Context: an optimization exercise on an open-source flow, tuned for small area. The choices shown serve that exercise and are no tape-out recipe. The RTL was checked by simulation tests, not by an equivalence proof against the original design. Power is estimated from default activity; no workload was simulated.

## quartz
Design dvf, start of the top module:
module dvf(clk, rst, data_in, div);
input clk, rst;
input [19:0] data_in;
output div;
wire b = data_in[0];
wire [18:0] h = data_in[19:1];
reg [18:0] c1;
reg e;
wire [19:0] q;       
wire [18:0] n1;      
wire [19:0] g;       
assign q[0] = 1'b1;
assign g[0] = 1'b1;
genvar i;
generate for (i = 0; i < 19; i = i + 1) begin : ev
	assign n1[i] = c1[i] ^ q[i];
	assign q[i+1] = c1[i] & q[i];
	assign g[i+1] = (n1[i] & ~h[i]) | (n1[i] & g[i]) | (~h[i] & g[i]);
end endgenerate
wire hit1 = g[19];
always @(posedge clk)
	c1 <= n1 & {19{rst & ~hit1}};
always @(posedge clk or negedge rst) begin
	if(!rst)
		e <= 0;
	else
		e <= e ^ hit1;
end
reg [19:0] c2;
reg o1, o2;
wire [20:0] p;       
wire [19:0] n2;      
wire [19:0] x;
assign p[0] = 1'b1;
generate for (i = 0; i < 20; i = i + 1) begin : od
	assign n2[i] = c2[i] ^ p[i];
	assign p[i+1] = c2[i] & p[i];
	assign x[i] = b ? c2[i] : n2[i];
end endgenerate
wire hitA = (x[18:0] == h) & ~n2[19];
wire hitB = (x[19:1] == h) & ~x[0];
wire clr = hitB & ~hitA;
always @(posedge clk)
	c2 <= n2 & {20{rst & ~clr}};
always @(negedge clk or negedge rst) begin
	if(!rst)
		o2 <= 0;
	else
		o2 <= o1 ^ (hitA | hitB);
end
always @(posedge clk or negedge rst) begin
	if(!rst)
		o1 <= 0;
	else
		o1 <= o2;
end
assign div = b ? (o1 | o2) : e;
endmodule
Size in the first run: about 280 cells after synthesis, roughly 42 flip-flops, about 2300 um^2 of cells after synthesis.
Settings: LEC_CHECK=0, CAP_MARGIN=20, CORE_MARGIN=2, CORE_UTILIZATION=40, SLEW_MARGIN=20; clock period 12.0 ns.
standard.sh (not shown) runs the stock make flow with config.mk's settings and CLKGATE_MAP_FILE= SYNTH_SCRIPT=/design/flow/synth_recipe.tcl, a recipe that flattens the netlist after the stock synthesis.
==> flow/flow/run.sh <==
#!/bin/bash
# ORFS layout as standard.sh runs it, with:
#  - synthesis mapped by an area-oriented ABC script, without half-adder cells
#  - sky130_fd_sc_hd__buf_1 as the port buffers
#  - a small clock tree of clkbuf_4 without dummy loads
set -euo pipefail
F=$PWD/flow
export MY_ABC_SCRIPT=$F/abc_area.script
bash standard.sh \
  "SYNTH_SCRIPT=$F/synth.tcl" \
  "ADDER_MAP_FILE=" \
  "BUFFER_PORTS_ARGS=-buffer_cell sky130_fd_sc_hd__buf_1" \
  "CTS_ARGS=-sink_clustering_enable -repair_clock_nets -dont_use_dummy_load -buf_list sky130_fd_sc_hd__clkbuf_16 -root_buf sky130_fd_sc_hd__clkbuf_16 -sink_clustering_size 50 -sink_clustering_max_diameter 500" \
  finish > make.log 2>&1
==> flow/flow/abc_area.script <==
strash
&get -n
&st
&dc2
&dch -f
&nf -p -R 1000
&put
topo
dnsize
==> flow/flow/synth.tcl <==
# The standard synthesis (synth_recipe.tcl), with ABC run on an
# area-oriented script instead of ORFS's speed script.
proc synth {args} { yosys synth -nofsm -noshare {*}$args }
proc abc {args} {
  set keep {}
  set i 0
  while {$i < [llength $args]} {
    set a [lindex $args $i]
    if {$a eq "-script" || $a eq "-D"} { incr i 2; continue }
    lappend keep $a
    incr i
  }
  yosys abc -script $::env(MY_ABC_SCRIPT) {*}$keep
}
source $::env(SCRIPTS_DIR)/synth.tcl
# left out here: clear keep_hierarchy, flatten, clean up, hide names made inside functions, write 1_2_yosys.v
Setup changes, quartz to maple
diff --git a/flow/flow/run.sh b/flow/flow/run.sh
--- a/flow/flow/run.sh
+++ b/flow/flow/run.sh
@@ -12,3 +12,3 @@
   "BUFFER_PORTS_ARGS=-buffer_cell sky130_fd_sc_hd__buf_1" \
-  "CTS_ARGS=-sink_clustering_enable -repair_clock_nets -dont_use_dummy_load -buf_list sky130_fd_sc_hd__clkbuf_16 -root_buf sky130_fd_sc_hd__clkbuf_16 -sink_clustering_size 50 -sink_clustering_max_diameter 500" \
+  "CTS_ARGS=-sink_clustering_enable -repair_clock_nets -dont_use_dummy_load -buf_list sky130_fd_sc_hd__clkbuf_4 -root_buf sky130_fd_sc_hd__clkbuf_4 -sink_clustering_size 10" \
   finish > make.log 2>&1
--- outcome ---
Per the comparison of maple with quartz, final wirelength held steady; fraction of registers with async set or reset after synthesis ~0 delta.
Changes observed in maple relative to quartz: switching share of power climbed 3.0 points, global-route usage held, clock network fraction of total power went down by 15 points, hold slack picked up an extra 0.014 ns.
The leakage power total reported for maple is smaller than that of quartz by 4.3%.
Share of total power in combinational logic (higher): maple
### maple -> zinc
==> flow/flow/run.sh <==
#!/bin/bash
# Standard ORFS layout with small port buffers and a small clock tree.
set -euo pipefail
bash standard.sh \
  "BUFFER_PORTS_ARGS=-buffer_cell sky130_fd_sc_hd__buf_1" \
  "CTS_ARGS=-sink_clustering_enable -repair_clock_nets -dont_use_dummy_load -buf_list sky130_fd_sc_hd__clkbuf_4 -root_buf sky130_fd_sc_hd__clkbuf_4 -sink_clustering_size 10" \
  finish > make.log 2>&1
removed: flow/flow/abc_area.script
removed: flow/flow/synth.tcl
Notes after the runs:
zinc vs maple — netlist area before placement climbed by more than 10%. Relative to maple, the share of total power in combinational logic of zinc is higher by 3.0 points. | combinational logic power | lower: maple |. Diff maple -> zinc: post-layout worst setup margin +0.17 ns; sequential share of cell area shows a reduction of 3.5 points; detailed-routing wirelength on met1 now larger; final cell utilization of the core -1.5 points; number of inverters outside the clock class in the layout shows an increase of 11. zinc ends up with a number of distinct standard cells referenced by the synthesized netlist that is about 50% higher than in maple. Global-route usage over all layers: higher on maple. Route | zinc vs maple | wire longer in zinc.

---

== the reference run ==
dvf, a different RTL version from the one above (not shown whole).
Size: ~42 flip-flops, roughly 23 I/O pins, roughly 0.0029 mm2 of cells after synthesis.
==> flow/config.mk <==
export PLATFORM = sky130hd
export DESIGN_NAME = dvf
export DESIGN_NICKNAME = dvf
export VERILOG_FILES = /design/flow/design.v
export SDC_FILE = /design/flow/constraint.sdc
export NUM_CORES = 4
export LEC_CHECK = 0
export CAP_MARGIN = 20
export CORE_MARGIN = 2
export CORE_UTILIZATION = 40
export SLEW_MARGIN = 20
==> flow/constraint.sdc <==
create_clock -name core_clock -period 12.0 [get_ports {clk}]
set_input_delay 2.4000 -clock core_clock [delete_from_list [all_inputs] [get_ports {clk}]]
set_output_delay 2.4000 -clock core_clock [all_outputs]
set_load 0.01 [all_outputs]
==> flow/flow/run.sh <==
#!/bin/bash
# Standard ORFS layout with small port buffers and a small clock tree.
set -euo pipefail
bash standard.sh \
  "BUFFER_PORTS_ARGS=-buffer_cell sky130_fd_sc_hd__buf_1" \
  "CTS_ARGS=-sink_clustering_enable -repair_clock_nets -dont_use_dummy_load -buf_list sky130_fd_sc_hd__clkbuf_4 -root_buf sky130_fd_sc_hd__clkbuf_4 -sink_clustering_size 12" \
  finish > make.log 2>&1
The reference run completed end to end with timing, DRC and antenna clean.
What the trial run does differently from the reference run at the input level:
==> flow/flow/run.sh <==
#!/bin/bash
# Standard ORFS layout with small port buffers and a small clock tree.
set -euo pipefail
bash standard.sh \
  "BUFFER_PORTS_ARGS=-buffer_cell sky130_fd_sc_hd__buf_1" \
  "CTS_ARGS=-sink_clustering_enable -repair_clock_nets -dont_use_dummy_load -buf_list sky130_fd_sc_hd__clkbuf_4 -root_buf sky130_fd_sc_hd__clkbuf_4 -sink_clustering_size 10" \
  finish > make.log 2>&1
### Flow results
Changes observed in the trial run relative to the reference run: adder-cell area share of the yosys netlist comparable, number of cells in the design after placement comparable. Diff the reference run -> the trial run: number of endpoints failing setup at the final stage closely matched the old numbers, overall power consumption closely matched the old numbers. The trial run against the reference run: non-clock buffer count stayed essentially flat; number of tap instances was more or less identical; final area barely changed; xor and xnor fraction of the mapped netlist area was more or less identical; final worst hold slack was more or less identical.
